What follows belongs to an exercise in optimizing a design on an open flow for small area and a short achievable clock period; a production flow would make more cautious choices.
At most, simulation tests tie the RTL to the original design; equivalence was not proved.
For run 1, only the layout was checked, not whether the RTL still works.

==> design/flow/run.sh <==
#!/bin/bash
# synth_recipe.tcl (not shown) runs the flow's synth.tcl, then flattens the netlist and writes it again
# the make line also repeats each setting of config.mk as NAME=value (left out here)
make -C /OpenROAD-flow-scripts/flow DESIGN_CONFIG=/design/flow/config.mk WORK_HOME=/design/flow/orfs CLKGATE_MAP_FILE= SYNTH_SCRIPT=/design/flow/synth_recipe.tcl finish
==> design/flow/config.mk <==
export PLATFORM = sky130hd
export DESIGN_NAME = FP_div
export DESIGN_NICKNAME = FP_div
export VERILOG_FILES = /design/flow/design.v
export SDC_FILE = /design/flow/constraint.sdc
export NUM_CORES = 4
export LEC_CHECK = 0
export CAP_MARGIN = 20
export CORE_MARGIN = 2
export CORE_UTILIZATION = 45
export PLACE_DENSITY = 0.6
export SLEW_MARGIN = 20
==> design/flow/constraint.sdc <==
create_clock -name core_clock -period 80.0 [get_ports {clk}]
set_input_delay 16.0000 -clock core_clock [delete_from_list [all_inputs] [get_ports {clk}]]
set_output_delay 16.0000 -clock core_clock [all_outputs]
set_load 0.01 [all_outputs]
==> design/flow/design.v <==
module a_s(s_in, c_in, y, s_out, c_out, qp2, qp1, qn1, qn2);
   input  [26:0] s_in;
   input  [26:0] c_in;
   input  [22:0] y;
   output [26:0] s_out;
   output [26:0] c_out;
   output        qp2, qp1, qn1, qn2;
   wire [6:0] est = s_in[26:20] + c_in[26:20];
   div_nr_wsticky qds(.yt(y[22:20]), .est(est), .q({qp2, qp1, qn1, qn2}));
   wire [28:0] d1 = {3'b000, 1'b1, y, 2'b00};
   wire [28:0] d2 = {2'b00, 1'b1, y, 3'b000};
   wire [28:0] m = ({29{qp1}} & ~d1) | ({29{qp2}} & ~d2) | ({29{qn1}} & d1) | ({29{qn2}} & d2);
   wire [28:0] a = {s_in, 2'b00};
   wire [28:0] b = {c_in, 1'b0, qp1 | qp2};
   wire [28:0] sum = a ^ b ^ m;
   wire [28:0] cy  = (a & b) | (a & m) | (b & m);
   assign s_out = sum[26:0];
   assign c_out = {cy[25:0], 1'b0};
endmodule
module div_nr_wsticky(yt, est, q);
   input  [2:0] yt;
   input  [6:0] est;
   output reg [3:0] q;
   always @(*) begin
      case ({yt, est})
         10'd0: q = 4'b0000;
         10'd1: q = 4'b0000;
         10'd2: q = 4'b0000;
         10'd3: q = 4'b0000;
         10'd4: q = 4'b0100;
         10'd5: q = 4'b0100;
         10'd6: q = 4'b0100;
         10'd7: q = 4'b0100;
         10'd8: q = 4'b0100;
         10'd9: q = 4'b0100;
         10'd10: q = 4'b0100;
         10'd11: q = 4'b0100;
         10'd12: q = 4'b1000;
         10'd13: q = 4'b1000;
         10'd14: q = 4'b1000;
         10'd15: q = 4'b1000;
         10'd16: q = 4'b1000;
         10'd17: q = 4'b1000;
         10'd18: q = 4'b1000;
         10'd19: q = 4'b1000;
         10'd20: q = 4'b1000;
         10'd21: q = 4'b1000;
         10'd22: q = 4'b1000;
         10'd23: q = 4'b1000;
         10'd24: q = 4'b1000;
         10'd25: q = 4'b1000;
         10'd26: q = 4'b1000;
         10'd27: q = 4'b1000;
         10'd28: q = 4'b1000;
         10'd29: q = 4'b1000;
         10'd30: q = 4'b1000;
         10'd31: q = 4'b1000;
         10'd32: q = 4'b1000;
         10'd33: q = 4'b1000;
         10'd34: q = 4'b1000;
         10'd35: q = 4'b1000;
         10'd36: q = 4'b1000;
         10'd37: q = 4'b1000;
         10'd38: q = 4'b1000;
         10'd39: q = 4'b1000;
         10'd40: q = 4'b1000;
         10'd41: q = 4'b1000;
         10'd42: q = 4'b1000;
         10'd43: q = 4'b1000;
         10'd44: q = 4'b1000;
         10'd45: q = 4'b1000;
         10'd46: q = 4'b1000;
         10'd47: q = 4'b1000;
         10'd48: q = 4'b1000;
         10'd49: q = 4'b1000;
         10'd50: q = 4'b1000;
         10'd51: q = 4'b1000;
         10'd52: q = 4'b1000;
         10'd53: q = 4'b1000;
         10'd54: q = 4'b1000;
         10'd55: q = 4'b1000;
         10'd56: q = 4'b1000;
         10'd57: q = 4'b1000;
         10'd58: q = 4'b1000;
         10'd59: q = 4'b1000;
         10'd60: q = 4'b1000;
         10'd61: q = 4'b1000;
         10'd62: q = 4'b1000;
         10'd63: q = 4'b1000;
         10'd64: q = 4'b0001;
         10'd65: q = 4'b0001;
         10'd66: q = 4'b0001;
         10'd67: q = 4'b0001;
         10'd68: q = 4'b0001;
         10'd69: q = 4'b0001;
         10'd70: q = 4'b0001;
         10'd71: q = 4'b0001;
         10'd72: q = 4'b0001;
         10'd73: q = 4'b0001;
         10'd74: q = 4'b0001;
         10'd75: q = 4'b0001;
         10'd76: q = 4'b0001;
         10'd77: q = 4'b0001;
         10'd78: q = 4'b0001;
         10'd79: q = 4'b0001;
         10'd80: q = 4'b0001;
         10'd81: q = 4'b0001;
         10'd82: q = 4'b0001;
         10'd83: q = 4'b0001;
         10'd84: q = 4'b0001;
         10'd85: q = 4'b0001;
         10'd86: q = 4'b0001;
         10'd87: q = 4'b0001;
         10'd88: q = 4'b0001;
         10'd89: q = 4'b0001;
         10'd90: q = 4'b0001;
         10'd91: q = 4'b0001;
         10'd92: q = 4'b0001;
         10'd93: q = 4'b0001;
         10'd94: q = 4'b0001;
         10'd95: q = 4'b0001;
         10'd96: q = 4'b0001;
         10'd97: q = 4'b0001;
         10'd98: q = 4'b0001;
         10'd99: q = 4'b0001;
         10'd100: q = 4'b0001;
         10'd101: q = 4'b0001;
         10'd102: q = 4'b0001;
         10'd103: q = 4'b0001;
         10'd104: q = 4'b0001;
         10'd105: q = 4'b0001;
         10'd106: q = 4'b0001;
         10'd107: q = 4'b0001;
         10'd108: q = 4'b0001;
         10'd109: q = 4'b0001;
         10'd110: q = 4'b0001;
         10'd111: q = 4'b0001;
         10'd112: q = 4'b0001;
         10'd113: q = 4'b0001;
         10'd114: q = 4'b0001;
         10'd115: q = 4'b0010;
         10'd116: q = 4'b0010;
         10'd117: q = 4'b0010;
         10'd118: q = 4'b0010;
         10'd119: q = 4'b0010;
         10'd120: q = 4'b0010;
         10'd121: q = 4'b0010;
         10'd122: q = 4'b0010;
         10'd123: q = 4'b0010;
         10'd124: q = 4'b0000;
         10'd125: q = 4'b0000;
         10'd126: q = 4'b0000;
         10'd127: q = 4'b0000;
         10'd128: q = 4'b0000;
         10'd129: q = 4'b0000;
         10'd130: q = 4'b0000;
         10'd131: q = 4'b0000;
         10'd132: q = 4'b0100;
         10'd133: q = 4'b0100;
         10'd134: q = 4'b0100;
         10'd135: q = 4'b0100;
         10'd136: q = 4'b0100;
         10'd137: q = 4'b0100;
         10'd138: q = 4'b0100;
         10'd139: q = 4'b0100;
         10'd140: q = 4'b0100;
         10'd141: q = 4'b0100;
         10'd142: q = 4'b1000;
         10'd143: q = 4'b1000;
         10'd144: q = 4'b1000;
         10'd145: q = 4'b1000;
         10'd146: q = 4'b1000;
         10'd147: q = 4'b1000;
         10'd148: q = 4'b1000;
         10'd149: q = 4'b1000;
         10'd150: q = 4'b1000;
         10'd151: q = 4'b1000;
         10'd152: q = 4'b1000;
         10'd153: q = 4'b1000;
         10'd154: q = 4'b1000;
         10'd155: q = 4'b1000;
         10'd156: q = 4'b1000;
         10'd157: q = 4'b1000;
         10'd158: q = 4'b1000;
         10'd159: q = 4'b1000;
         10'd160: q = 4'b1000;
         10'd161: q = 4'b1000;
         10'd162: q = 4'b1000;
         10'd163: q = 4'b1000;
         10'd164: q = 4'b1000;
         10'd165: q = 4'b1000;
         10'd166: q = 4'b1000;
         10'd167: q = 4'b1000;
         10'd168: q = 4'b1000;
         10'd169: q = 4'b1000;
         10'd170: q = 4'b1000;
         10'd171: q = 4'b1000;
         10'd172: q = 4'b1000;
         10'd173: q = 4'b1000;
         10'd174: q = 4'b1000;
         10'd175: q = 4'b1000;
         10'd176: q = 4'b1000;
         10'd177: q = 4'b1000;
         10'd178: q = 4'b1000;
         10'd179: q = 4'b1000;
         10'd180: q = 4'b1000;
         10'd181: q = 4'b1000;
         10'd182: q = 4'b1000;
         10'd183: q = 4'b1000;
         10'd184: q = 4'b1000;
         10'd185: q = 4'b1000;
         10'd186: q = 4'b1000;
         10'd187: q = 4'b1000;
         10'd188: q = 4'b1000;
         10'd189: q = 4'b1000;
         10'd190: q = 4'b1000;
         10'd191: q = 4'b1000;
         10'd192: q = 4'b0001;
         10'd193: q = 4'b0001;
         10'd194: q = 4'b0001;
         10'd195: q = 4'b0001;
         10'd196: q = 4'b0001;
         10'd197: q = 4'b0001;
         10'd198: q = 4'b0001;
         10'd199: q = 4'b0001;
         10'd200: q = 4'b0001;
         10'd201: q = 4'b0001;
         10'd202: q = 4'b0001;
         10'd203: q = 4'b0001;
         10'd204: q = 4'b0001;
         10'd205: q = 4'b0001;
         10'd206: q = 4'b0001;
         10'd207: q = 4'b0001;
         10'd208: q = 4'b0001;
         10'd209: q = 4'b0001;
         10'd210: q = 4'b0001;
         10'd211: q = 4'b0001;
         10'd212: q = 4'b0001;
         10'd213: q = 4'b0001;
         10'd214: q = 4'b0001;
         10'd215: q = 4'b0001;
         10'd216: q = 4'b0001;
         10'd217: q = 4'b0001;
         10'd218: q = 4'b0001;
         10'd219: q = 4'b0001;
         10'd220: q = 4'b0001;
         10'd221: q = 4'b0001;
         10'd222: q = 4'b0001;
         10'd223: q = 4'b0001;
         10'd224: q = 4'b0001;
         10'd225: q = 4'b0001;
         10'd226: q = 4'b0001;
         10'd227: q = 4'b0001;
         10'd228: q = 4'b0001;
         10'd229: q = 4'b0001;
         10'd230: q = 4'b0001;
         10'd231: q = 4'b0001;
         10'd232: q = 4'b0001;
         10'd233: q = 4'b0001;
         10'd234: q = 4'b0001;
         10'd235: q = 4'b0001;
         10'd236: q = 4'b0001;
         10'd237: q = 4'b0001;
         10'd238: q = 4'b0001;
         10'd239: q = 4'b0001;
         10'd240: q = 4'b0001;
         10'd241: q = 4'b0010;
         10'd242: q = 4'b0010;
         10'd243: q = 4'b0010;
         10'd244: q = 4'b0010;
         10'd245: q = 4'b0010;
         10'd246: q = 4'b0010;
         10'd247: q = 4'b0010;
         10'd248: q = 4'b0010;
         10'd249: q = 4'b0010;
         10'd250: q = 4'b0000;
         10'd251: q = 4'b0000;
         10'd252: q = 4'b0000;
         10'd253: q = 4'b0000;
         10'd254: q = 4'b0000;
         10'd255: q = 4'b0000;
         10'd256: q = 4'b0000;
         10'd257: q = 4'b0000;
         10'd258: q = 4'b0000;
         10'd259: q = 4'b0000;
         10'd260: q = 4'b0100;
         10'd261: q = 4'b0100;
         10'd262: q = 4'b0100;
         10'd263: q = 4'b0100;
         10'd264: q = 4'b0100;
         10'd265: q = 4'b0100;
         10'd266: q = 4'b0100;
         10'd267: q = 4'b0100;
         10'd268: q = 4'b0100;
         10'd269: q = 4'b0100;
         10'd270: q = 4'b0100;
         10'd271: q = 4'b1000;
         10'd272: q = 4'b1000;
         10'd273: q = 4'b1000;
         10'd274: q = 4'b1000;
         10'd275: q = 4'b1000;
         10'd276: q = 4'b1000;
         10'd277: q = 4'b1000;
         10'd278: q = 4'b1000;
         10'd279: q = 4'b1000;
         10'd280: q = 4'b1000;
         10'd281: q = 4'b1000;
         10'd282: q = 4'b1000;
         10'd283: q = 4'b1000;
         10'd284: q = 4'b1000;
         10'd285: q = 4'b1000;
         10'd286: q = 4'b1000;
         10'd287: q = 4'b1000;
         10'd288: q = 4'b1000;
         10'd289: q = 4'b1000;
         10'd290: q = 4'b1000;
         10'd291: q = 4'b1000;
         10'd292: q = 4'b1000;
         10'd293: q = 4'b1000;
         10'd294: q = 4'b1000;
         10'd295: q = 4'b1000;
         10'd296: q = 4'b1000;
         10'd297: q = 4'b1000;
         10'd298: q = 4'b1000;
         10'd299: q = 4'b1000;
         10'd300: q = 4'b1000;
         10'd301: q = 4'b1000;
         10'd302: q = 4'b1000;
         10'd303: q = 4'b1000;
         10'd304: q = 4'b1000;
         10'd305: q = 4'b1000;
         10'd306: q = 4'b1000;
         10'd307: q = 4'b1000;
         10'd308: q = 4'b1000;
         10'd309: q = 4'b1000;
         10'd310: q = 4'b1000;
         10'd311: q = 4'b1000;
         10'd312: q = 4'b1000;
         10'd313: q = 4'b1000;
         10'd314: q = 4'b1000;
         10'd315: q = 4'b1000;
         10'd316: q = 4'b1000;
         10'd317: q = 4'b1000;
         10'd318: q = 4'b1000;
         10'd319: q = 4'b1000;
         10'd320: q = 4'b0001;
         10'd321: q = 4'b0001;
         10'd322: q = 4'b0001;
         10'd323: q = 4'b0001;
         10'd324: q = 4'b0001;
         10'd325: q = 4'b0001;
         10'd326: q = 4'b0001;
         10'd327: q = 4'b0001;
         10'd328: q = 4'b0001;
         10'd329: q = 4'b0001;
         10'd330: q = 4'b0001;
         10'd331: q = 4'b0001;
         10'd332: q = 4'b0001;
         10'd333: q = 4'b0001;
         10'd334: q = 4'b0001;
         10'd335: q = 4'b0001;
         10'd336: q = 4'b0001;
         10'd337: q = 4'b0001;
         10'd338: q = 4'b0001;
         10'd339: q = 4'b0001;
         10'd340: q = 4'b0001;
         10'd341: q = 4'b0001;
         10'd342: q = 4'b0001;
         10'd343: q = 4'b0001;
         10'd344: q = 4'b0001;
         10'd345: q = 4'b0001;
         10'd346: q = 4'b0001;
         10'd347: q = 4'b0001;
         10'd348: q = 4'b0001;
         10'd349: q = 4'b0001;
         10'd350: q = 4'b0001;
         10'd351: q = 4'b0001;
         10'd352: q = 4'b0001;
         10'd353: q = 4'b0001;
         10'd354: q = 4'b0001;
         10'd355: q = 4'b0001;
         10'd356: q = 4'b0001;
         10'd357: q = 4'b0001;
         10'd358: q = 4'b0001;
         10'd359: q = 4'b0001;
         10'd360: q = 4'b0001;
         10'd361: q = 4'b0001;
         10'd362: q = 4'b0001;
         10'd363: q = 4'b0001;
         10'd364: q = 4'b0001;
         10'd365: q = 4'b0001;
         10'd366: q = 4'b0001;
         10'd367: q = 4'b0001;
         10'd368: q = 4'b0010;
         10'd369: q = 4'b0010;
         10'd370: q = 4'b0010;
         10'd371: q = 4'b0010;
         10'd372: q = 4'b0010;
         10'd373: q = 4'b0010;
         10'd374: q = 4'b0010;
         10'd375: q = 4'b0010;
         10'd376: q = 4'b0010;
         10'd377: q = 4'b0010;
         10'd378: q = 4'b0000;
         10'd379: q = 4'b0000;
         10'd380: q = 4'b0000;
         10'd381: q = 4'b0000;
         10'd382: q = 4'b0000;
         10'd383: q = 4'b0000;
         10'd384: q = 4'b0000;
         10'd385: q = 4'b0000;
         10'd386: q = 4'b0000;
         10'd387: q = 4'b0000;
         10'd388: q = 4'b0100;
         10'd389: q = 4'b0100;
         10'd390: q = 4'b0100;
         10'd391: q = 4'b0100;
         10'd392: q = 4'b0100;
         10'd393: q = 4'b0100;
         10'd394: q = 4'b0100;
         10'd395: q = 4'b0100;
         10'd396: q = 4'b0100;
         10'd397: q = 4'b0100;
         10'd398: q = 4'b0100;
         10'd399: q = 4'b0100;
         10'd400: q = 4'b1000;
         10'd401: q = 4'b1000;
         10'd402: q = 4'b1000;
         10'd403: q = 4'b1000;
         10'd404: q = 4'b1000;
         10'd405: q = 4'b1000;
         10'd406: q = 4'b1000;
         10'd407: q = 4'b1000;
         10'd408: q = 4'b1000;
         10'd409: q = 4'b1000;
         10'd410: q = 4'b1000;
         10'd411: q = 4'b1000;
         10'd412: q = 4'b1000;
         10'd413: q = 4'b1000;
         10'd414: q = 4'b1000;
         10'd415: q = 4'b1000;
         10'd416: q = 4'b1000;
         10'd417: q = 4'b1000;
         10'd418: q = 4'b1000;
         10'd419: q = 4'b1000;
         10'd420: q = 4'b1000;
         10'd421: q = 4'b1000;
         10'd422: q = 4'b1000;
         10'd423: q = 4'b1000;
         10'd424: q = 4'b1000;
         10'd425: q = 4'b1000;
         10'd426: q = 4'b1000;
         10'd427: q = 4'b1000;
         10'd428: q = 4'b1000;
         10'd429: q = 4'b1000;
         10'd430: q = 4'b1000;
         10'd431: q = 4'b1000;
         10'd432: q = 4'b1000;
         10'd433: q = 4'b1000;
         10'd434: q = 4'b1000;
         10'd435: q = 4'b1000;
         10'd436: q = 4'b1000;
         10'd437: q = 4'b1000;
         10'd438: q = 4'b1000;
         10'd439: q = 4'b1000;
         10'd440: q = 4'b1000;
         10'd441: q = 4'b1000;
         10'd442: q = 4'b1000;
         10'd443: q = 4'b1000;
         10'd444: q = 4'b1000;
         10'd445: q = 4'b1000;
         10'd446: q = 4'b1000;
         10'd447: q = 4'b1000;
         10'd448: q = 4'b0001;
         10'd449: q = 4'b0001;
         10'd450: q = 4'b0001;
         10'd451: q = 4'b0001;
         10'd452: q = 4'b0001;
         10'd453: q = 4'b0001;
         10'd454: q = 4'b0001;
         10'd455: q = 4'b0001;
         10'd456: q = 4'b0001;
         10'd457: q = 4'b0001;
         10'd458: q = 4'b0001;
         10'd459: q = 4'b0001;
         10'd460: q = 4'b0001;
         10'd461: q = 4'b0001;
         10'd462: q = 4'b0001;
         10'd463: q = 4'b0001;
         10'd464: q = 4'b0001;
         10'd465: q = 4'b0001;
         10'd466: q = 4'b0001;
         10'd467: q = 4'b0001;
         10'd468: q = 4'b0001;
         10'd469: q = 4'b0001;
         10'd470: q = 4'b0001;
         10'd471: q = 4'b0001;
         10'd472: q = 4'b0001;
         10'd473: q = 4'b0001;
         10'd474: q = 4'b0001;
         10'd475: q = 4'b0001;
         10'd476: q = 4'b0001;
         10'd477: q = 4'b0001;
         10'd478: q = 4'b0001;
         10'd479: q = 4'b0001;
         10'd480: q = 4'b0001;
         10'd481: q = 4'b0001;
         10'd482: q = 4'b0001;
         10'd483: q = 4'b0001;
         10'd484: q = 4'b0001;
         10'd485: q = 4'b0001;
         10'd486: q = 4'b0001;
         10'd487: q = 4'b0001;
         10'd488: q = 4'b0001;
         10'd489: q = 4'b0001;
         10'd490: q = 4'b0001;
         10'd491: q = 4'b0001;
         10'd492: q = 4'b0001;
         10'd493: q = 4'b0001;
         10'd494: q = 4'b0010;
         10'd495: q = 4'b0010;
         10'd496: q = 4'b0010;
         10'd497: q = 4'b0010;
         10'd498: q = 4'b0010;
         10'd499: q = 4'b0010;
         10'd500: q = 4'b0010;
         10'd501: q = 4'b0010;
         10'd502: q = 4'b0010;
         10'd503: q = 4'b0010;
         10'd504: q = 4'b0010;
         10'd505: q = 4'b0010;
         10'd506: q = 4'b0000;
         10'd507: q = 4'b0000;
         10'd508: q = 4'b0000;
         10'd509: q = 4'b0000;
         10'd510: q = 4'b0000;
         10'd511: q = 4'b0000;
         10'd512: q = 4'b0000;
         10'd513: q = 4'b0000;
         10'd514: q = 4'b0000;
         10'd515: q = 4'b0000;
         10'd516: q = 4'b0000;
         10'd517: q = 4'b0000;
         10'd518: q = 4'b0100;
         10'd519: q = 4'b0100;
         10'd520: q = 4'b0100;
         10'd521: q = 4'b0100;
         10'd522: q = 4'b0100;
         10'd523: q = 4'b0100;
         10'd524: q = 4'b0100;
         10'd525: q = 4'b0100;
         10'd526: q = 4'b0100;
         10'd527: q = 4'b0100;
         10'd528: q = 4'b0100;
         10'd529: q = 4'b0100;
         10'd530: q = 4'b1000;
         10'd531: q = 4'b1000;
         10'd532: q = 4'b1000;
         10'd533: q = 4'b1000;
         10'd534: q = 4'b1000;
         10'd535: q = 4'b1000;
         10'd536: q = 4'b1000;
         10'd537: q = 4'b1000;
         10'd538: q = 4'b1000;
         10'd539: q = 4'b1000;
         10'd540: q = 4'b1000;
         10'd541: q = 4'b1000;
         10'd542: q = 4'b1000;
         10'd543: q = 4'b1000;
         10'd544: q = 4'b1000;
         10'd545: q = 4'b1000;
         10'd546: q = 4'b1000;
         10'd547: q = 4'b1000;
         10'd548: q = 4'b1000;
         10'd549: q = 4'b1000;
         10'd550: q = 4'b1000;
         10'd551: q = 4'b1000;
         10'd552: q = 4'b1000;
         10'd553: q = 4'b1000;
         10'd554: q = 4'b1000;
         10'd555: q = 4'b1000;
         10'd556: q = 4'b1000;
         10'd557: q = 4'b1000;
         10'd558: q = 4'b1000;
         10'd559: q = 4'b1000;
         10'd560: q = 4'b1000;
         10'd561: q = 4'b1000;
         10'd562: q = 4'b1000;
         10'd563: q = 4'b1000;
         10'd564: q = 4'b1000;
         10'd565: q = 4'b1000;
         10'd566: q = 4'b1000;
         10'd567: q = 4'b1000;
         10'd568: q = 4'b1000;
         10'd569: q = 4'b1000;
         10'd570: q = 4'b1000;
         10'd571: q = 4'b1000;
         10'd572: q = 4'b1000;
         10'd573: q = 4'b1000;
         10'd574: q = 4'b1000;
         10'd575: q = 4'b1000;
         10'd576: q = 4'b0001;
         10'd577: q = 4'b0001;
         10'd578: q = 4'b0001;
         10'd579: q = 4'b0001;
         10'd580: q = 4'b0001;
         10'd581: q = 4'b0001;
         10'd582: q = 4'b0001;
         10'd583: q = 4'b0001;
         10'd584: q = 4'b0001;
         10'd585: q = 4'b0001;
         10'd586: q = 4'b0001;
         10'd587: q = 4'b0001;
         10'd588: q = 4'b0001;
         10'd589: q = 4'b0001;
         10'd590: q = 4'b0001;
         10'd591: q = 4'b0001;
         10'd592: q = 4'b0001;
         10'd593: q = 4'b0001;
         10'd594: q = 4'b0001;
         10'd595: q = 4'b0001;
         10'd596: q = 4'b0001;
         10'd597: q = 4'b0001;
         10'd598: q = 4'b0001;
         10'd599: q = 4'b0001;
         10'd600: q = 4'b0001;
         10'd601: q = 4'b0001;
         10'd602: q = 4'b0001;
         10'd603: q = 4'b0001;
         10'd604: q = 4'b0001;
         10'd605: q = 4'b0001;
         10'd606: q = 4'b0001;
         10'd607: q = 4'b0001;
         10'd608: q = 4'b0001;
         10'd609: q = 4'b0001;
         10'd610: q = 4'b0001;
         10'd611: q = 4'b0001;
         10'd612: q = 4'b0001;
         10'd613: q = 4'b0001;
         10'd614: q = 4'b0001;
         10'd615: q = 4'b0001;
         10'd616: q = 4'b0001;
         10'd617: q = 4'b0001;
         10'd618: q = 4'b0001;
         10'd619: q = 4'b0001;
         10'd620: q = 4'b0010;
         10'd621: q = 4'b0010;
         10'd622: q = 4'b0010;
         10'd623: q = 4'b0010;
         10'd624: q = 4'b0010;
         10'd625: q = 4'b0010;
         10'd626: q = 4'b0010;
         10'd627: q = 4'b0010;
         10'd628: q = 4'b0010;
         10'd629: q = 4'b0010;
         10'd630: q = 4'b0010;
         10'd631: q = 4'b0010;
         10'd632: q = 4'b0000;
         10'd633: q = 4'b0000;
         10'd634: q = 4'b0000;
         10'd635: q = 4'b0000;
         10'd636: q = 4'b0000;
         10'd637: q = 4'b0000;
         10'd638: q = 4'b0000;
         10'd639: q = 4'b0000;
         10'd640: q = 4'b0000;
         10'd641: q = 4'b0000;
         10'd642: q = 4'b0000;
         10'd643: q = 4'b0000;
         10'd644: q = 4'b0000;
         10'd645: q = 4'b0000;
         10'd646: q = 4'b0100;
         10'd647: q = 4'b0100;
         10'd648: q = 4'b0100;
         10'd649: q = 4'b0100;
         10'd650: q = 4'b0100;
         10'd651: q = 4'b0100;
         10'd652: q = 4'b0100;
         10'd653: q = 4'b0100;
         10'd654: q = 4'b0100;
         10'd655: q = 4'b0100;
         10'd656: q = 4'b0100;
         10'd657: q = 4'b0100;
         10'd658: q = 4'b0100;
         10'd659: q = 4'b0100;
         10'd660: q = 4'b1000;
         10'd661: q = 4'b1000;
         10'd662: q = 4'b1000;
         10'd663: q = 4'b1000;
         10'd664: q = 4'b1000;
         10'd665: q = 4'b1000;
         10'd666: q = 4'b1000;
         10'd667: q = 4'b1000;
         10'd668: q = 4'b1000;
         10'd669: q = 4'b1000;
         10'd670: q = 4'b1000;
         10'd671: q = 4'b1000;
         10'd672: q = 4'b1000;
         10'd673: q = 4'b1000;
         10'd674: q = 4'b1000;
         10'd675: q = 4'b1000;
         10'd676: q = 4'b1000;
         10'd677: q = 4'b1000;
         10'd678: q = 4'b1000;
         10'd679: q = 4'b1000;
         10'd680: q = 4'b1000;
         10'd681: q = 4'b1000;
         10'd682: q = 4'b1000;
         10'd683: q = 4'b1000;
         10'd684: q = 4'b1000;
         10'd685: q = 4'b1000;
         10'd686: q = 4'b1000;
         10'd687: q = 4'b1000;
         10'd688: q = 4'b1000;
         10'd689: q = 4'b1000;
         10'd690: q = 4'b1000;
         10'd691: q = 4'b1000;
         10'd692: q = 4'b1000;
         10'd693: q = 4'b1000;
         10'd694: q = 4'b1000;
         10'd695: q = 4'b1000;
         10'd696: q = 4'b1000;
         10'd697: q = 4'b1000;
         10'd698: q = 4'b1000;
         10'd699: q = 4'b1000;
         10'd700: q = 4'b1000;
         10'd701: q = 4'b1000;
         10'd702: q = 4'b1000;
         10'd703: q = 4'b1000;
         10'd704: q = 4'b0001;
         10'd705: q = 4'b0001;
         10'd706: q = 4'b0001;
         10'd707: q = 4'b0001;
         10'd708: q = 4'b0001;
         10'd709: q = 4'b0001;
         10'd710: q = 4'b0001;
         10'd711: q = 4'b0001;
         10'd712: q = 4'b0001;
         10'd713: q = 4'b0001;
         10'd714: q = 4'b0001;
         10'd715: q = 4'b0001;
         10'd716: q = 4'b0001;
         10'd717: q = 4'b0001;
         10'd718: q = 4'b0001;
         10'd719: q = 4'b0001;
         10'd720: q = 4'b0001;
         10'd721: q = 4'b0001;
         10'd722: q = 4'b0001;
         10'd723: q = 4'b0001;
         10'd724: q = 4'b0001;
         10'd725: q = 4'b0001;
         10'd726: q = 4'b0001;
         10'd727: q = 4'b0001;
         10'd728: q = 4'b0001;
         10'd729: q = 4'b0001;
         10'd730: q = 4'b0001;
         10'd731: q = 4'b0001;
         10'd732: q = 4'b0001;
         10'd733: q = 4'b0001;
         10'd734: q = 4'b0001;
         10'd735: q = 4'b0001;
         10'd736: q = 4'b0001;
         10'd737: q = 4'b0001;
         10'd738: q = 4'b0001;
         10'd739: q = 4'b0001;
         10'd740: q = 4'b0001;
         10'd741: q = 4'b0001;
         10'd742: q = 4'b0001;
         10'd743: q = 4'b0001;
         10'd744: q = 4'b0001;
         10'd745: q = 4'b0001;
         10'd746: q = 4'b0001;
         10'd747: q = 4'b0001;
         10'd748: q = 4'b0010;
         10'd749: q = 4'b0010;
         10'd750: q = 4'b0010;
         10'd751: q = 4'b0010;
         10'd752: q = 4'b0010;
         10'd753: q = 4'b0010;
         10'd754: q = 4'b0010;
         10'd755: q = 4'b0010;
         10'd756: q = 4'b0010;
         10'd757: q = 4'b0010;
         10'd758: q = 4'b0010;
         10'd759: q = 4'b0010;
         10'd760: q = 4'b0000;
         10'd761: q = 4'b0000;
         10'd762: q = 4'b0000;
         10'd763: q = 4'b0000;
         10'd764: q = 4'b0000;
         10'd765: q = 4'b0000;
         10'd766: q = 4'b0000;
         10'd767: q = 4'b0000;
         10'd768: q = 4'b0000;
         10'd769: q = 4'b0000;
         10'd770: q = 4'b0000;
         10'd771: q = 4'b0000;
         10'd772: q = 4'b0000;
         10'd773: q = 4'b0000;
         10'd774: q = 4'b0000;
         10'd775: q = 4'b0000;
         10'd776: q = 4'b0100;
         10'd777: q = 4'b0100;
         10'd778: q = 4'b0100;
         10'd779: q = 4'b0100;
         10'd780: q = 4'b0100;
         10'd781: q = 4'b0100;
         10'd782: q = 4'b0100;
         10'd783: q = 4'b0100;
         10'd784: q = 4'b0100;
         10'd785: q = 4'b0100;
         10'd786: q = 4'b0100;
         10'd787: q = 4'b0100;
         10'd788: q = 4'b1000;
         10'd789: q = 4'b1000;
         10'd790: q = 4'b1000;
         10'd791: q = 4'b1000;
         10'd792: q = 4'b1000;
         10'd793: q = 4'b1000;
         10'd794: q = 4'b1000;
         10'd795: q = 4'b1000;
         10'd796: q = 4'b1000;
         10'd797: q = 4'b1000;
         10'd798: q = 4'b1000;
         10'd799: q = 4'b1000;
         10'd800: q = 4'b1000;
         10'd801: q = 4'b1000;
         10'd802: q = 4'b1000;
         10'd803: q = 4'b1000;
         10'd804: q = 4'b1000;
         10'd805: q = 4'b1000;
         10'd806: q = 4'b1000;
         10'd807: q = 4'b1000;
         10'd808: q = 4'b1000;
         10'd809: q = 4'b1000;
         10'd810: q = 4'b1000;
         10'd811: q = 4'b1000;
         10'd812: q = 4'b1000;
         10'd813: q = 4'b1000;
         10'd814: q = 4'b1000;
         10'd815: q = 4'b1000;
         10'd816: q = 4'b1000;
         10'd817: q = 4'b1000;
         10'd818: q = 4'b1000;
         10'd819: q = 4'b1000;
         10'd820: q = 4'b1000;
         10'd821: q = 4'b1000;
         10'd822: q = 4'b1000;
         10'd823: q = 4'b1000;
         10'd824: q = 4'b1000;
         10'd825: q = 4'b1000;
         10'd826: q = 4'b1000;
         10'd827: q = 4'b1000;
         10'd828: q = 4'b1000;
         10'd829: q = 4'b1000;
         10'd830: q = 4'b1000;
         10'd831: q = 4'b1000;
         10'd832: q = 4'b0001;
         10'd833: q = 4'b0001;
         10'd834: q = 4'b0001;
         10'd835: q = 4'b0001;
         10'd836: q = 4'b0001;
         10'd837: q = 4'b0001;
         10'd838: q = 4'b0001;
         10'd839: q = 4'b0001;
         10'd840: q = 4'b0001;
         10'd841: q = 4'b0001;
         10'd842: q = 4'b0001;
         10'd843: q = 4'b0001;
         10'd844: q = 4'b0001;
         10'd845: q = 4'b0001;
         10'd846: q = 4'b0001;
         10'd847: q = 4'b0001;
         10'd848: q = 4'b0001;
         10'd849: q = 4'b0001;
         10'd850: q = 4'b0001;
         10'd851: q = 4'b0001;
         10'd852: q = 4'b0001;
         10'd853: q = 4'b0001;
         10'd854: q = 4'b0001;
         10'd855: q = 4'b0001;
         10'd856: q = 4'b0001;
         10'd857: q = 4'b0001;
         10'd858: q = 4'b0001;
         10'd859: q = 4'b0001;
         10'd860: q = 4'b0001;
         10'd861: q = 4'b0001;
         10'd862: q = 4'b0001;
         10'd863: q = 4'b0001;
         10'd864: q = 4'b0001;
         10'd865: q = 4'b0001;
         10'd866: q = 4'b0001;
         10'd867: q = 4'b0001;
         10'd868: q = 4'b0001;
         10'd869: q = 4'b0001;
         10'd870: q = 4'b0001;
         10'd871: q = 4'b0001;
         10'd872: q = 4'b0001;
         10'd873: q = 4'b0001;
         10'd874: q = 4'b0010;
         10'd875: q = 4'b0010;
         10'd876: q = 4'b0010;
         10'd877: q = 4'b0010;
         10'd878: q = 4'b0010;
         10'd879: q = 4'b0010;
         10'd880: q = 4'b0010;
         10'd881: q = 4'b0010;
         10'd882: q = 4'b0010;
         10'd883: q = 4'b0010;
         10'd884: q = 4'b0010;
         10'd885: q = 4'b0010;
         10'd886: q = 4'b0010;
         10'd887: q = 4'b0010;
         10'd888: q = 4'b0000;
         10'd889: q = 4'b0000;
         10'd890: q = 4'b0000;
         10'd891: q = 4'b0000;
         10'd892: q = 4'b0000;
         10'd893: q = 4'b0000;
         10'd894: q = 4'b0000;
         10'd895: q = 4'b0000;
         10'd896: q = 4'b0000;
         10'd897: q = 4'b0000;
         10'd898: q = 4'b0000;
         10'd899: q = 4'b0000;
         10'd900: q = 4'b0000;
         10'd901: q = 4'b0000;
         10'd902: q = 4'b0000;
         10'd903: q = 4'b0000;
         10'd904: q = 4'b0100;
         10'd905: q = 4'b0100;
         10'd906: q = 4'b0100;
         10'd907: q = 4'b0100;
         10'd908: q = 4'b0100;
         10'd909: q = 4'b0100;
         10'd910: q = 4'b0100;
         10'd911: q = 4'b0100;
         10'd912: q = 4'b0100;
         10'd913: q = 4'b0100;
         10'd914: q = 4'b0100;
         10'd915: q = 4'b0100;
         10'd916: q = 4'b0100;
         10'd917: q = 4'b0100;
         10'd918: q = 4'b0100;
         10'd919: q = 4'b0100;
         10'd920: q = 4'b1000;
         10'd921: q = 4'b1000;
         10'd922: q = 4'b1000;
         10'd923: q = 4'b1000;
         10'd924: q = 4'b1000;
         10'd925: q = 4'b1000;
         10'd926: q = 4'b1000;
         10'd927: q = 4'b1000;
         10'd928: q = 4'b1000;
         10'd929: q = 4'b1000;
         10'd930: q = 4'b1000;
         10'd931: q = 4'b1000;
         10'd932: q = 4'b1000;
         10'd933: q = 4'b1000;
         10'd934: q = 4'b1000;
         10'd935: q = 4'b1000;
         10'd936: q = 4'b1000;
         10'd937: q = 4'b1000;
         10'd938: q = 4'b1000;
         10'd939: q = 4'b1000;
         10'd940: q = 4'b1000;
         10'd941: q = 4'b1000;
         10'd942: q = 4'b1000;
         10'd943: q = 4'b1000;
         10'd944: q = 4'b1000;
         10'd945: q = 4'b1000;
         10'd946: q = 4'b1000;
         10'd947: q = 4'b1000;
         10'd948: q = 4'b1000;
         10'd949: q = 4'b1000;
         10'd950: q = 4'b1000;
         10'd951: q = 4'b1000;
         10'd952: q = 4'b1000;
         10'd953: q = 4'b1000;
         10'd954: q = 4'b1000;
         10'd955: q = 4'b1000;
         10'd956: q = 4'b1000;
         10'd957: q = 4'b1000;
         10'd958: q = 4'b1000;
         10'd959: q = 4'b1000;
         10'd960: q = 4'b0001;
         10'd961: q = 4'b0001;
         10'd962: q = 4'b0001;
         10'd963: q = 4'b0001;
         10'd964: q = 4'b0001;
         10'd965: q = 4'b0001;
         10'd966: q = 4'b0001;
         10'd967: q = 4'b0001;
         10'd968: q = 4'b0001;
         10'd969: q = 4'b0001;
         10'd970: q = 4'b0001;
         10'd971: q = 4'b0001;
         10'd972: q = 4'b0001;
         10'd973: q = 4'b0001;
         10'd974: q = 4'b0001;
         10'd975: q = 4'b0001;
         10'd976: q = 4'b0001;
         10'd977: q = 4'b0001;
         10'd978: q = 4'b0001;
         10'd979: q = 4'b0001;
         10'd980: q = 4'b0001;
         10'd981: q = 4'b0001;
         10'd982: q = 4'b0001;
         10'd983: q = 4'b0001;
         10'd984: q = 4'b0001;
         10'd985: q = 4'b0001;
         10'd986: q = 4'b0001;
         10'd987: q = 4'b0001;
         10'd988: q = 4'b0001;
         10'd989: q = 4'b0001;
         10'd990: q = 4'b0001;
         10'd991: q = 4'b0001;
         10'd992: q = 4'b0001;
         10'd993: q = 4'b0001;
         10'd994: q = 4'b0001;
         10'd995: q = 4'b0001;
         10'd996: q = 4'b0001;
         10'd997: q = 4'b0001;
         10'd998: q = 4'b0001;
         10'd999: q = 4'b0001;
         10'd1000: q = 4'b0010;
         10'd1001: q = 4'b0010;
         10'd1002: q = 4'b0010;
         10'd1003: q = 4'b0010;
         10'd1004: q = 4'b0010;
         10'd1005: q = 4'b0010;
         10'd1006: q = 4'b0010;
         10'd1007: q = 4'b0010;
         10'd1008: q = 4'b0010;
         10'd1009: q = 4'b0010;
         10'd1010: q = 4'b0010;
         10'd1011: q = 4'b0010;
         10'd1012: q = 4'b0010;
         10'd1013: q = 4'b0010;
         10'd1014: q = 4'b0010;
         10'd1015: q = 4'b0010;
         10'd1016: q = 4'b0000;
         10'd1017: q = 4'b0000;
         10'd1018: q = 4'b0000;
         10'd1019: q = 4'b0000;
         10'd1020: q = 4'b0000;
         10'd1021: q = 4'b0000;
         10'd1022: q = 4'b0000;
         10'd1023: q = 4'b0000;
         default: q = 4'b0000;
      endcase
   end
endmodule
module FP_div(FP_A, FP_B, clk, ce, FP_Z);
   parameter K = 5;
   input  [31:0] FP_A;
   input  [31:0] FP_B;
   input         clk;
   input         ce;
   output [31:0] FP_Z;
   reg    [31:0] FP_Z;
   wire [7:0] ea = FP_A[30:23];
   wire [7:0] eb = FP_B[30:23];
   wire fa_z = (FP_A[22:0] == 23'd0);
   wire fb_z = (FP_B[22:0] == 23'd0);
   wire nan1  = (&ea & ~fa_z) | (&eb & ~fb_z);
   wire inf1  = (&ea) | (&eb) | (eb == 8'd0);
   wire zero1 = (ea == 8'd0) & fa_z;
   wire hi = (FP_A[22:0] >= FP_B[22:0]);
   wire [8:0] en = {1'b0, ea} - {1'b0, eb} + 9'd126 + {8'd0, hi};
   wire ovf = (en[8:7] == 2'b10) | (en == 9'd255);
   wire unf = (en[8:7] == 2'b11) | (en[7:0] == 8'd0);
   wire [1:0] cls1 = nan1 ? 2'd3 : (inf1 | ovf) ? 2'd2 : (zero1 | unf) ? 2'd1 : 2'd0;
   wire [26:0] s1 [0:K];
   wire [26:0] c1 [0:K];
   wire [K-1:0] p2_1, p1_1, n1_1, n2_1;
   assign s1[0] = hi ? {3'b000, 1'b1, FP_A[22:0]} : {2'b00, 1'b1, FP_A[22:0], 1'b0};
   assign c1[0] = 27'd0;
   genvar i;
   generate
      for (i = 0; i < K; i = i + 1) begin : st1
         a_s row(.s_in(s1[i]), .c_in(c1[i]), .y(FP_B[22:0]),
                 .s_out(s1[i+1]), .c_out(c1[i+1]),
                 .qp2(p2_1[K-1-i]), .qp1(p1_1[K-1-i]), .qn1(n1_1[K-1-i]), .qn2(n2_1[K-1-i]));
      end
   endgenerate
   reg [26:0]  s_r, c_r;
   reg [22:0]  y_r;
   reg [K-1:0] p2_r, p1_r, n1_r, n2_r;
   reg [1:0]   cls_r;
   reg         sign_r;
   reg [7:0]   exp_r;
   always @(posedge clk) begin
      if (ce) begin
         s_r <= s1[K];
         c_r <= c1[K];
         y_r <= FP_B[22:0];
         p2_r <= p2_1;
         p1_r <= p1_1;
         n1_r <= n1_1;
         n2_r <= n2_1;
         cls_r <= cls1;
         sign_r <= FP_A[31] ^ FP_B[31];
         exp_r <= en[7:0];
      end
   end
   wire [26:0] s2 [0:13-K];
   wire [26:0] c2 [0:13-K];
   wire [12-K:0] p2_2, p1_2, n1_2, n2_2;
   assign s2[0] = s_r;
   assign c2[0] = c_r;
   generate
      for (i = 0; i < 13 - K; i = i + 1) begin : st2
         a_s row(.s_in(s2[i]), .c_in(c2[i]), .y(y_r),
                 .s_out(s2[i+1]), .c_out(c2[i+1]),
                 .qp2(p2_2[12-K-i]), .qp1(p1_2[12-K-i]), .qn1(n1_2[12-K-i]), .qn2(n2_2[12-K-i]));
      end
   endgenerate
   wire [12:0] p2 = {p2_r, p2_2}, p1 = {p1_r, p1_2}, n1 = {n1_r, n1_2}, n2 = {n2_r, n2_2};
   wire [25:0] qp, qn;
   generate
      for (i = 0; i < 13; i = i + 1) begin : dig
         assign qp[2*i+1:2*i] = {p2[i], p1[i]};
         assign qn[2*i+1:2*i] = {n2[i], n1[i]};
      end
   endgenerate
   wire [26:0] w = s2[13-K] + c2[13-K];
   wire [25:0] f = qp - qn - {25'd0, w[26]};
   wire [22:0] man = f[23:1] + {22'd0, f[0]};
   reg [30:0] z;
   always @(*) begin
      case (cls_r)
         2'd3: z = {8'hff, 23'h400000};
         2'd2: z = {8'hff, 23'd0};
         2'd1: z = 31'd0;
         default: z = {exp_r, man};
      endcase
   end
   always @(posedge clk)
      if (ce)
         FP_Z <= {sign_r, z};
endmodule
==> impl_metrics.py, run 1 <==
metrics = {
    "sta": {
        "fmax_mhz": 25.3,
        "tns_ps": 0,
        "post-route-period-util_pct": 49.3,
        "setup_viol": 0,
        "fin_skew_ps": 14.3,
        "slew-limit-headroom_pct": 24.7,
        "tightest_slew_ps": 1130,
        "rsz0062_at_grt": "false",
        "slew_viol_final": 0,
        "hold_violations": 0,
        "min_period_ps": 39460,
    },
    "layout": {
        "stdcell_count": 4717,
        "num-fill-cells": 6472,
        "final_cell_mix": "nor2_1 (469), inv_1 (435), nand2_1 (428)",
        "final_common_cell": "nor2_1",
        "stdcell_area_um2": 32100,
        "synthToLayoutAreaGrowth_pct": 7.40,
        "drive_gt1_share_pct": 4.96,
        "nets": 4423,
        "antennaDiodeCount": 0,
    },
    "logic_synthesis": {
        "synth_area_leader_cell": "fa_1",
        "synthAdderAreaFrac_pct": 28.2,
        "syn-instance-count": 3935,
        "synth_compound_area_share_pct": 26.7,
        "synth_mux_area_share_pct": 1.52,
        "yosys_most_used_dff": "edfxtp_1",
        "synth_top_family_by_area": "adder cells",
        "ys_ff_latch": 131,
        "yosys.area_share.simple_pct": 16.9,
        "seq_area_frac_synth_pct": 13.2,
        "synth_fp_nets": 4518,
        "synthArstFlopShare_pct": 0,
        "ys.warnings.count": 2,
        "synth_edf_count": 131,
        "synth_top_area_share_pct": 17.2,
        "synth.area.top_cells": "fa_1 (17%), edfxtp_1 (13%), ha_1 (11%), nor2_1 (5.9%), inv_1 (5.5%)",
        "ys_types": 104,
        "synth_xor_area_share_pct": 4.06,
        "avgSynthCellArea_um2": 7.60,
        "syn_area_um2": 29900,
    },
    "global_routing": {
        "grt_start_max_net_pins": 68,
        "grt_usage_pct": 27.9,
        "grt_pass1_wl_um": 151000,
        "grt_pass1_vias": 26500,
        "grt_overflow": 0,
        "antenna_found_initial": 2,
    },
    "clocking": {
        "cts_tree": "built",
        "hold_buffers": 0,
        "cts_resized": 0,
        "cts.clk_slew.worst_paths_ps": 80,
        "cts.sink_count": 131,
        "clk-insertion-delay-late_ps": 470,
        "clock_path_buffers": 2,
        "cts_inserted_buffers": 17,
        "cts_setup_buffers": 0,
        "htreeDepth": 4,
        "cts_root_buffer": "clkbuf_16",
    },
    "floorplanning": {
        "start_util_pct": 45.5,
        "die_w_um": 262,
        "coreArea_um2": 65700,
        "row_count": 94,
        "ioPinCount": 98,
        "die_area_um2": 68500,
        "die_h_um": 262,
    },
    "route": {
        "viasPerCell": 5.95,
        "drt-wirelength-per-cell_um": 20.3,
        "drtAntennaViolNets": 0,
        "finalWirelength_um": 95900,
        "drt_iter0_drc": 3162,
        "route.detailed.drc": 0,
        "dr.pass1.iters": 6,
        "num_vias": 28100,
    },
    "worst_setup_path": {
        "cp-start-kind": "flop",
        "critPathMaxFanout": 25,
        "max_stage_delay_ps": 830,
        "crit_top_cell": "nor2_1",
        "cp.arrival_ps": 39660,
        "cp_slowest_cell": "xnor2_1",
        "required_ps": 80200,
        "critPathKind": "flop to flop",
        "worstSetupEndpointType": "flop",
    },
    "outcome": {
        "status": "finished clean",
    },
    "placed_design": {
        "io_buffers": 97,
        "place_inst": 4685,
        "post-dp-hpwl_um": 74600,
        "gp_congestion": 0.944,
        "placed_cell_area_um2": 31500,
    },
    "job": {
        "drv_cap": 0,
    },
    "hold_path": {
        "hold_path_class": "flop to flop",
    },
}
[stage by stage]
step	hold slack (ps)	setup WS (ps)	utilization, %
3_3_place_gp	404	41890	47.9
5_1_grt	439	37150	48.9
6_report	428	40540	48.9
4_1_cts	427	40980	48.9
2_1_floorplan	400	45080	-
3_5_place_dp	422	41050	47.9
[worst max-delay path, delay by kind of cell, from the launching register on]
| kind | cells | cell delay, ps |
|---|---|---|
| compound gates | 60 | 12840 |
| xor+xnor | 9 | 2800 |
| fa+ha+maj | 32 | 12300 |
| buf+inv | 15 | 2510 |
| flops | 1 | 380 |
| simple gates | 42 | 8310 |
[cell usage after synthesis (62+ instances only)]
cell	count
clkbuf_1	263
nor3_1	62
a21oi_1	281
o22ai_1	88
ha_1	260
a22o_1	77
fa_1	257
o21ai_0	190
edfxtp_1	131
o211ai_1	107
xnor2_1	83
a211oi_1	108
nand2_1	428
inv_1	435
nor2_1	469
[per-layer routing]
layer  share of wire [%]  vias to the layer above  track usage, %
met3                 5.7                      149            2.99
met5                   0                        -               0
met2                  47                     1091            47.1
met4                 3.6                        0            10.2
met1                  43                    13300            37.1
li1                    -                    13500               -
[final timing paths]
path	depth (start not counted)	slack [ps]	to	start
max	158	40540	FP_Z[22]$_DFFE_PP_	s_r[20]$_DFFE_PP_
min	0	430	FP_Z[31]$_DFFE_PP_	sign_r$_DFFE_PP_
max reg2reg	158	40540	FP_Z[22]$_DFFE_PP_	s_r[20]$_DFFE_PP_
min reg2reg	0	430	FP_Z[31]$_DFFE_PP_	sign_r$_DFFE_PP_
[state kept, by name, summed over array words and instances, names as in the netlist]
signal	flops
FP_Z	32
sign_r	1
n1_r	4
y_r	23
s_r	26
cls_r	2
p2_r	4
p1_r	4
exp_r	8
n2_r	4
c_r	23
[area by class of cell]
type / instances / area, µm² / share of cell area [%]
Clock buffer: 17 / 425 / 1.32
Clock inverter: 15 / 181 / 0.565
Inverter: 449 / 1690 / 5.25
Multi-Input combinational cell: 3059 / 23200 / 72.3
Sequential cell: 131 / 3930 / 12.2
Tap cell: 864 / 1080 / 3.37
Timing Repair Buffer: 182 / 1610 / 5.00
[cells by family after synthesis]
group | after synthesis
other cells | 2
mux | 44
xor+xnor | 133
flops | 131
fa+ha+maj | 520
simple gates | 1180
buf+inv | 745
compound gates | 1180
==> run 2: changes to the inputs <==
--- a/design/flow/design.v
+++ b/design/flow/design.v
@@ -1125,8 +1125,9 @@
       end
    endgenerate
    wire [26:0] w = s2[13-K] + c2[13-K];
-   wire [25:0] f = qp - qn - {25'd0, w[26]};
-   wire [22:0] man = f[23:1] + {22'd0, f[0]};
+   wire [25:0] q0 = qp - qn;
+   wire [25:0] q1 = qp - qn + 26'd1;
+   wire [22:0] man = w[26] ? q0[23:1] : q1[23:1];
    reg [30:0] z;
    always @(*) begin
       case (cls_r)
--- a/design/flow/config.mk
+++ b/design/flow/config.mk
@@ -5,6 +5,7 @@
 export SDC_FILE = /design/flow/constraint.sdc
 export NUM_CORES = 4
 export LEC_CHECK = 0
+export ABC_AREA = 1
 export CAP_MARGIN = 20
 export CORE_MARGIN = 2
 export CORE_UTILIZATION = 45
==> impl_metrics.py, run 2 <==
metrics = {
    "outcome": {
        "status": "finished clean",
    },
    "floorplanning": {
        "die_h_um": 255,
        "die_area_um2": 64900,
        "die_w_um": 255,
        "coreArea_um2": 61900,
        "ioPinCount": 98,
        "row_count": 91,
        "start_util_pct": 45.7,
    },
    "logic_synthesis": {
        "synth_area_leader_cell": "fa_1",
        "avgSynthCellArea_um2": 7.36,
        "syn_area_um2": 28300,
        "synth_fp_nets": 4408,
        "synth_edf_count": 131,
        "ys_ff_latch": 131,
        "synth.area.top_cells": "fa_1 (18%), edfxtp_1 (14%), ha_1 (11%), nand2_1 (8.7%), inv_1 (7.8%)",
        "synth_most_common_cell": "nand2_1",
        "synth_commonest_cells": "nand2_1 (658), inv_1 (588), o21ai_0 (275)",
        "syn-instance-count": 3846,
        "synthArstFlopShare_pct": 0,
        "synth_top_area_share_pct": 18.1,
        "seq_area_frac_synth_pct": 13.9,
        "ys.warnings.count": 2,
        "yosys_most_used_dff": "edfxtp_1",
        "ys_types": 65,
    },
    "route": {
        "drt_iter0_drc": 3303,
        "route.detailed.drc": 0,
        "finalWirelength_um": 96800,
        "wl_met1_um": 39900,
        "dr.pass1.iters": 6,
        "num_vias": 28200,
        "wl_met2_um": 44800,
        "drtAntennaViolNets": 0,
        "wl_met3_um": 7020,
        "viasPerCell": 6.10,
        "drt-wirelength-per-cell_um": 21.0,
        "dr.max_layer_used": "met4",
    },
    "worst_setup_path": {
        "cp_slowest_cell": "clkdlybuf4s50_1",
        "regToRegSetupSlack_ps": 43760,
        "critPathMaxFanout": 43,
        "reg2reg_depth": 148,
        "required_ps": 80300,
        "max_stage_delay_ps": 970,
        "worstSetupEndpointType": "flop",
        "critPathKind": "input port to flop",
        "cp.arrival_ps": 38180,
        "cp-start-kind": "input port",
    },
    "sta": {
        "post-route-period-util_pct": 47.4,
        "rsz0062_at_grt": "false",
        "hold_violations": 0,
        "slew_viol_final": 0,
        "slew-limit-headroom_pct": 19.1,
        "setup_viol": 0,
        "fmax_mhz": 26.4,
        "tightest_slew_ps": 1210,
        "tns_ps": 0,
        "fin_skew_ps": 21.3,
        "min_period_ps": 37880,
    },
    "job": {
        "drv_cap": 0,
    },
    "layout": {
        "synthToLayoutAreaGrowth_pct": 7.11,
        "nets": 4331,
        "final_common_cell": "nand2_1",
        "drive_gt1_share_pct": 3.86,
        "stdcell_count": 4620,
        "reg_top3": "FP_Z (32), s_r (26)",
        "top_register": "FP_Z",
        "largest_reg_flops": 32,
        "final_cell_mix": "nand2_1 (657), inv_1 (586), o21ai_0 (275)",
    },
    "clocking": {
        "cts_setup_buffers": 0,
        "htreeDepth": 4,
        "cts_root_buffer": "clkbuf_16",
        "hold_buffers": 0,
        "clock_path_buffers": 2,
        "cts.clk_slew.worst_paths_ps": 70,
        "cts_resized": 0,
        "clk-insertion-delay-late_ps": 440,
        "cts_tree": "built",
        "cts_inserted_buffers": 17,
        "cts.sink_count": 131,
    },
    "placed_design": {
        "place_inst": 4587,
        "io_buffers": 97,
        "post-dp-hpwl_um": 76000,
        "gp_congestion": 0.970,
    },
    "global_routing": {
        "antenna_found_initial": 1,
        "grt_pass1_wl_um": 151000,
        "grt_overflow": 0,
        "grt_start_max_net_pins": 81,
        "grt_pass1_vias": 26600,
        "grt_usage_pct": 29.6,
    },
    "hold_path": {
        "hold_path_class": "flop to flop",
        "hold_depth": 0,
    },
}
==> run 2: changes by cell type after synthesis, moves of 94 or more <==
cell / delta
inv_1: +153
nand3_1: +102
o22ai_1: +110
a221oi_1: +154
a211oi_1: -94
nor2_1: -274
nand2_1: +230
==> run 2: layout make-up <==
cell class                 instances  area (µm²)
multi-input combinational       2855       21100
fill                            6357       31600
timing repair buffer             134        1250
inverter                         630        2360
tap                              837        1050
clock inverter                    15         181
antenna                            1        2.50
clock buffer                      17         425
sequential                       131        3930
==> run 2: worst paths after layout <==
kind,startpoint,end
worst min-delay path,sign_r$_DFFE_PP_,FP_Z[31]$_DFFE_PP_
worst max-delay path,FP_B[16],s_r[8]$_DFFE_PP_
worst max register to register,y_r[21]$_DFFE_PP_,FP_Z[20]$_DFFE_PP_
worst min register to register,sign_r$_DFFE_PP_,FP_Z[31]$_DFFE_PP_
==> run 2: worst max-delay path: cells and delay by family <==
kind	cells	cell delay, ps
buf+inv	18	4990
xor+xnor	4	1700
simple gates	29	3840
compound gates	33	7590
fa+ha+maj	10	4030
==> run 2: logic make-up after synthesis <==
| logic type | after synthesis | share of synthesized area [%] |
|---|---|---|
| DFF | 131 | 13.9 |
| AOI/OAI and AO/OA | 1072 | 24.3 |
| buffers and inverters | 860 | 11.5 |
| and+or+nand+nor | 1180 | 18.2 |
| xor gates and xnor gates | 105 | 3.30 |
| other | 2 | 0.0265 |
| adders and majority gates | 496 | 28.7 |
==> run 2: layer usage <==
metal | track usage, % | vias up
met2 | 48.8 | 1324
met3 | 3.39 | 244
met5 | 0 | -
met4 | 14.7 | 0
li1 | - | 13200
met1 | 38.5 | 13400
==> run 2: through the flow <==
step / hold WS (ps) / setup WS, ps / utilization [%] / cell area [µm²]
finish: 419 / 42120 / 48.9 / 30300
global route: 441 / 40140 / 48.9 / 30300
CTS: 421 / 42150 / 48.9 / 30300
detailed placement: 405 / 41730 / 48.0 / 29700
global placement: 402 / 41660 / 48.0 / 29700
floorplan: 400 / 46940 / - / 28300
==> run 3: changes to the inputs <==
--- a/design/flow/config.mk
+++ b/design/flow/config.mk
@@ -8,6 +8,6 @@
 export ABC_AREA = 1
 export CAP_MARGIN = 20
 export CORE_MARGIN = 2
-export CORE_UTILIZATION = 45
-export PLACE_DENSITY = 0.6
+export CORE_UTILIZATION = 60
+export PLACE_DENSITY = 0.75
 export SLEW_MARGIN = 20
==> impl_metrics.py, run 3 <==
metrics = {
    "outcome": {
        "status": "finished clean",
    },
    "global_routing": {
        "grt_pass1_vias": 28100,
        "grt_usage_pct": 37.9,
        "grt_start_max_net_pins": 89,
        "grt_overflow": 0,
        "grt_pass1_wl_um": 151000,
        "antenna_found_initial": 0,
    },
    "route": {
        "num_vias": 29400,
        "dr.pass1.iters": 7,
        "drtAntennaViolNets": 0,
        "drt_iter0_drc": 3573,
        "drt-wirelength-per-cell_um": 21.7,
        "route.detailed.drc": 0,
        "viasPerCell": 6.69,
        "finalWirelength_um": 95300,
    },
    "layout": {
        "regArea_um2": 3930,
        "synthToLayoutAreaGrowth_pct": 5.94,
        "stdcell_area_um2": 30000,
        "largest_reg_flops": 32,
        "final_common_cell": "nand2_1",
        "final_cell_mix": "nand2_1 (658), inv_1 (586), o21ai_0 (275)",
        "nets": 4327,
        "reg_top3": "FP_Z (32), s_r (26)",
        "antennaDiodeCount": 0,
        "top_register": "FP_Z",
        "multi_input_area_um2": 21100,
        "num-fill-cells": 4101,
        "fin_util_pct": 64.4,
        "drive_gt1_share_pct": 3.68,
    },
    "clocking": {
        "cts.sink_count": 131,
        "clock_path_buffers": 2,
        "cts_resized": 0,
        "cts_inserted_buffers": 17,
        "cts_tree": "built",
        "cts.clk_slew.worst_paths_ps": 70,
        "htreeDepth": 4,
        "cts_setup_buffers": 0,
        "hold_buffers": 0,
        "cts_root_buffer": "clkbuf_16",
        "clk-insertion-delay-late_ps": 440,
    },
    "logic_synthesis": {
        "yosys_most_used_dff": "edfxtp_1",
        "syn_area_um2": 28300,
        "synth_area_leader_cell": "fa_1",
        "seq_area_frac_synth_pct": 13.9,
        "ys_ff_latch": 131,
        "ys_types": 65,
        "avgSynthCellArea_um2": 7.36,
        "syn-instance-count": 3846,
        "synth_top_area_share_pct": 18.1,
        "synth_most_common_cell": "nand2_1",
        "ys.warnings.count": 2,
        "synth_fp_nets": 4408,
        "synth_commonest_cells": "nand2_1 (658), inv_1 (588), o21ai_0 (275)",
        "synthArstFlopShare_pct": 0,
        "synth.area.top_cells": "fa_1 (18%), edfxtp_1 (14%), ha_1 (11%), nand2_1 (8.7%), inv_1 (7.8%)",
        "synth_edf_count": 131,
    },
    "sta": {
        "fin_skew_ps": 22.0,
        "min_period_ps": 39080,
        "fmax_mhz": 25.6,
        "slew-limit-headroom_pct": 27.5,
        "rsz0062_at_grt": "false",
        "post-route-period-util_pct": 48.9,
        "setup_viol": 0,
        "hold_violations": 0,
        "tightest_slew_ps": 1090,
        "slew_viol_final": 0,
        "tns_ps": 0,
    },
    "hold_path": {
        "hold_depth": 0,
        "hold_start": "sign_r$_DFFE_PP_",
        "hold_path_class": "flop to flop",
        "worstHoldEndpoint": "FP_Z[31]$_DFFE_PP_",
    },
    "worst_setup_path": {
        "critPathKind": "input port to flop",
        "required_ps": 80290,
        "cp_slowest_cell": "clkdlybuf4s50_1",
        "r2r-end": "FP_Z[21]$_DFFE_PP_",
        "regToRegSetupSlack_ps": 42930,
        "critPathMaxFanout": 43,
        "reg2reg_depth": 154,
        "crit_top_cell": "nand2_1",
        "max_stage_delay_ps": 930,
        "cp-start-kind": "input port",
        "worstSetupEndpointType": "flop",
        "cp.arrival_ps": 39370,
        "timing.rr.start": "s_r[20]$_DFFE_PP_",
    },
    "floorplanning": {
        "die_w_um": 221,
        "die_h_um": 221,
        "start_util_pct": 60.8,
        "die_area_um2": 48900,
        "coreArea_um2": 46600,
        "row_count": 79,
        "ioPinCount": 98,
    },
    "placed_design": {
        "io_buffers": 97,
        "post-dp-hpwl_um": 73700,
        "placed_cell_area_um2": 29400,
        "gp_congestion": 1.05,
    },
    "job": {
        "drv_cap": 0,
    },
}
==> run 3: worst max-delay path by stage <==
stage	from	to	slack, ps	cells after the start
after floorplan	FP_B[20]	s_r[23]$_DFFE_PP_	46940	99
after global placement	FP_B[19]	s_r[7]$_DFFE_PP_	41580	91
after detailed placement	FP_B[19]	s_r[8]$_DFFE_PP_	41200	93
after CTS	FP_B[19]	s_r[8]$_DFFE_PP_	41570	93
after global routing	FP_B[19]	s_r[8]$_DFFE_PP_	39450	93
final	FP_B[19]	s_r[7]$_DFFE_PP_	40920	93
==> run 3: final cells by class <==
type / instances / share of cell area [%]
Clock buffer: 17 / 1.42
Clock inverter: 15 / 0.576
Inverter: 630 / 7.89
Multi-Input combinational cell: 2855 / 70.4
Sequential cell: 131 / 13.1
Tap cell: 607 / 2.53
Timing Repair Buffer: 130 / 4.07
==> run 3: kinds of logic after synthesis <==
kind of cell             synth area share, %
XOR/XNOR                                3.30
AND/OR/NAND/NOR                         18.2
other                                 0.0265
buffers and inverters                   11.5
AO/OA/AOI/OAI                           24.3
adder cells (fa/ha/maj)                 28.7
flip-flops                              13.9
==> run 3: through the flow <==
stage	std cells	setup WS [ps]	hold slack, ps
global route	4385	39450	464
global placement	4353	41580	402
detailed placement	4353	41200	427
floorplan	3846	46940	400
finish	4385	40920	445
CTS	4385	41570	448
==> run 3: routing by layer <==
layer | vias to the layer above | global-route usage (%) | routed length (µm)
met5 | - | 0 | 0
met4 | 0 | 23.0 | 6570
met3 | 397 | 5.03 | 8990
met2 | 1941 | 62.2 | 43600
met1 | 13800 | 47.8 | 36200
li1 | 13200 | - | -
==> run 3: worst max-delay path, delay by kind of cell <==
| family | cells | cell delay (ps) |
|---|---|---|
| buf+inv | 21 | 6080 |
| fa+ha+maj | 11 | 4370 |
| simple gates | 30 | 4070 |
| compound gates | 28 | 7260 |
| xor+xnor | 3 | 1530 |
==> run 4: changes to the inputs <==
==> design/flow/config.mk (replaced) <==
export PLATFORM = sky130hd
export DESIGN_NAME = FP_div
export DESIGN_NICKNAME = FP_div
export VERILOG_FILES = /design/flow/design.v
export SDC_FILE = /design/flow/constraint.sdc
export NUM_CORES = 4
export LEC_CHECK = 0
export ABC_AREA = 1
export CAP_MARGIN = 60
export CORE_MARGIN = 2
export CORE_UTILIZATION = 45
export PLACE_DENSITY = 0.6
export SLEW_MARGIN = 60
==> impl_metrics.py, run 4 <==
metrics = {
    "global_routing": {
        "antenna_found_initial": 0,
        "grt_pass1_vias": 26700,
        "grt_usage_pct": 29.5,
        "grt_start_max_net_pins": 81,
    },
    "placed_design": {
        "gp_congestion": 0.970,
        "place_inst": 4608,
        "io_buffers": 97,
        "post-dp-hpwl_um": 76900,
    },
    "sta": {
        "post-route-period-util_pct": 45.1,
        "slew-limit-headroom_pct": 58.3,
        "tightest_slew_ps": 621,
        "setup_viol": 0,
        "fmax_mhz": 27.7,
        "hold_violations": 0,
        "min_period_ps": 36080,
    },
    "floorplanning": {
        "coreArea_um2": 61900,
        "ioPinCount": 98,
        "row_count": 91,
    },
    "route": {
        "finalWirelength_um": 97300,
        "drtAntennaViolNets": 0,
        "drt_iter0_drc": 3281,
    },
    "worst_setup_path": {
        "critPathKind": "input port to flop",
        "max_stage_delay_ps": 560,
        "crit_top_cell": "nand2_1",
        "r2r-end": "FP_Z[19]$_DFFE_PP_",
        "regToRegSetupSlack_ps": 46170,
        "cp-start-kind": "input port",
    },
    "layout": {
        "antennaDiodeCount": 0,
        "stdcell_count": 4647,
        "drive_gt1_share_pct": 6.38,
        "synthToLayoutAreaGrowth_pct": 8.42,
        "largest_reg_flops": 32,
    },
    "logic_synthesis": {
        "synth_fp_nets": 4408,
        "avgSynthCellArea_um2": 7.36,
        "yosys_most_used_dff": "edfxtp_1",
        "syn_area_um2": 28300,
        "synth_top_area_share_pct": 18.1,
        "synth_most_common_cell": "nand2_1",
        "synth_edf_count": 131,
        "synth.area.top_cells": "fa_1 (18%), edfxtp_1 (14%), ha_1 (11%), nand2_1 (8.7%), inv_1 (7.8%)",
    },
    "clocking": {
        "cts_root_buffer": "clkbuf_16",
        "clk-insertion-delay-late_ps": 430,
        "htreeDepth": 4,
        "cts_resized": 0,
    },
    "hold_path": {
        "hold_depth": 0,
        "worstHoldEndpoint": "FP_Z[31]$_DFFE_PP_",
    },
    "outcome": {
        "status": "finished clean",
    },
}
-- run 4: cell types whose count changed in the layout (fill, tap and decap cells not counted), sizes merged --
cell	before	now
buf	34	83
clkdlybuf4s50	96	79
clkinv	42	39
clkinvlp	1	0
inv	602	606
-- run 4: area by class of cell --
| type | count | area [µm²] |
|---|---|---|
| flip-flops and latches | 131 | 3930 |
| fillers | 6290 | 31300 |
| clock buffers | 17 | 425 |
| inverters | 630 | 2370 |
| well taps | 837 | 1050 |
| multi-input cells | 2855 | 21300 |
| repair buffers | 162 | 1440 |
| clock inverters | 15 | 179 |
-- run 4: through the flow --
| step | utilization [%] | area, µm² |
|---|---|---|
| final | 49.5 | 30700 |
| after global routing | 49.5 | 30700 |
| after CTS | 49.3 | 30500 |
| after detailed placement | 48.3 | 29900 |
| after global placement | 48.0 | 29700 |
| after floorplan | - | 28300 |
-- run 4: worst max path at each step --
| stage | from | end | slack [ps] | cells after the start |
|---|---|---|---|---|
| 5_1_grt | FP_B[20] | s_r[8]$_DFFE_PP_ | 42060 | 95 |
| 6_report | FP_B[20] | s_r[8]$_DFFE_PP_ | 43920 | 93 |
| 2_1_floorplan | FP_B[20] | s_r[23]$_DFFE_PP_ | 46940 | 99 |
| 3_3_place_gp | FP_B[2] | s_r[6]$_DFFE_PP_ | 41660 | 97 |
| 4_1_cts | FP_B[10] | s_r[8]$_DFFE_PP_ | 43900 | 92 |
| 3_5_place_dp | FP_B[10] | s_r[8]$_DFFE_PP_ | 43450 | 92 |
-- run 4: cells by family (layout without fill, tap and decap cells) --
| group | count (synthesis) | in the layout | share of synthesized area (%) |
|---|---|---|---|
| simple gates | 1180 | 1180 | 18.2 |
| compound gates | 1072 | 1072 | 24.3 |
| buf+inv | 860 | 824 | 11.5 |
| fa+ha+maj | 496 | 496 | 28.7 |
| flops | 131 | 131 | 13.9 |
| xor+xnor | 105 | 105 | 3.30 |
| other cells | 2 | 2 | 0.0265 |
-- run 4: routing by layer --
layer / GRT usage, % / wire length (µm)
met4: 13.5 / 4520
met5: 0 / 0
met3: 3.09 / 7460
met1: 38.4 / 39800
met2: 49.5 / 45500
-- run 4: worst max-delay path, delay by kind of cell --
| family | cells | cell delay, ps |
|---|---|---|
| fa+ha+maj | 14 | 5030 |
| compound gates | 25 | 5640 |
| xor+xnor | 3 | 1090 |
| simple gates | 28 | 3610 |
| buf+inv | 23 | 4910 |

## static timing again, ports no longer ideal
No port has a modelled driver above. Below, the same layouts with a new extraction and two added sets of constraints.
Step 1 sets driving cells, clkbuf_16 on the clock port and buf_2 on the other inputs (assumed; they add their load-dependent delay and slew).
Step 2 adds t to the input delays and takes it off the output delays; t is the mean of the earliest and latest rising clock arrival at the registers after step 1. Input paths then give back, and output paths get back, about the clock's delay inside the block.
Slacks: no drivers / after step 1 / after step 2; pairs: no drivers / after step 1.
run | t, ns | setup slack, ns | hold WS [ns] | pins driven straight from the clock port
run 1 | 0.518 | 40.543 / 40.543 / 40.543 | 0.428 / 0.428 / 0.428 | 1
run 2 | 0.489 | 42.119 / 42.151 / 41.662 | 0.419 / 0.419 / 0.419 | 1
run 3 | 0.477 | 40.917 / 40.946 / 40.469 | 0.445 / 0.445 / 0.445 | 1
run 4 | 0.479 | 43.917 / 43.940 / 43.461 | 0.420 / 0.420 / 0.420 | 1
After both steps every run listed still meets setup and hold. For run 2, which loses most, drivers alone change the setup slack by +0.032 ns; drivers and shift together by -0.457 ns.
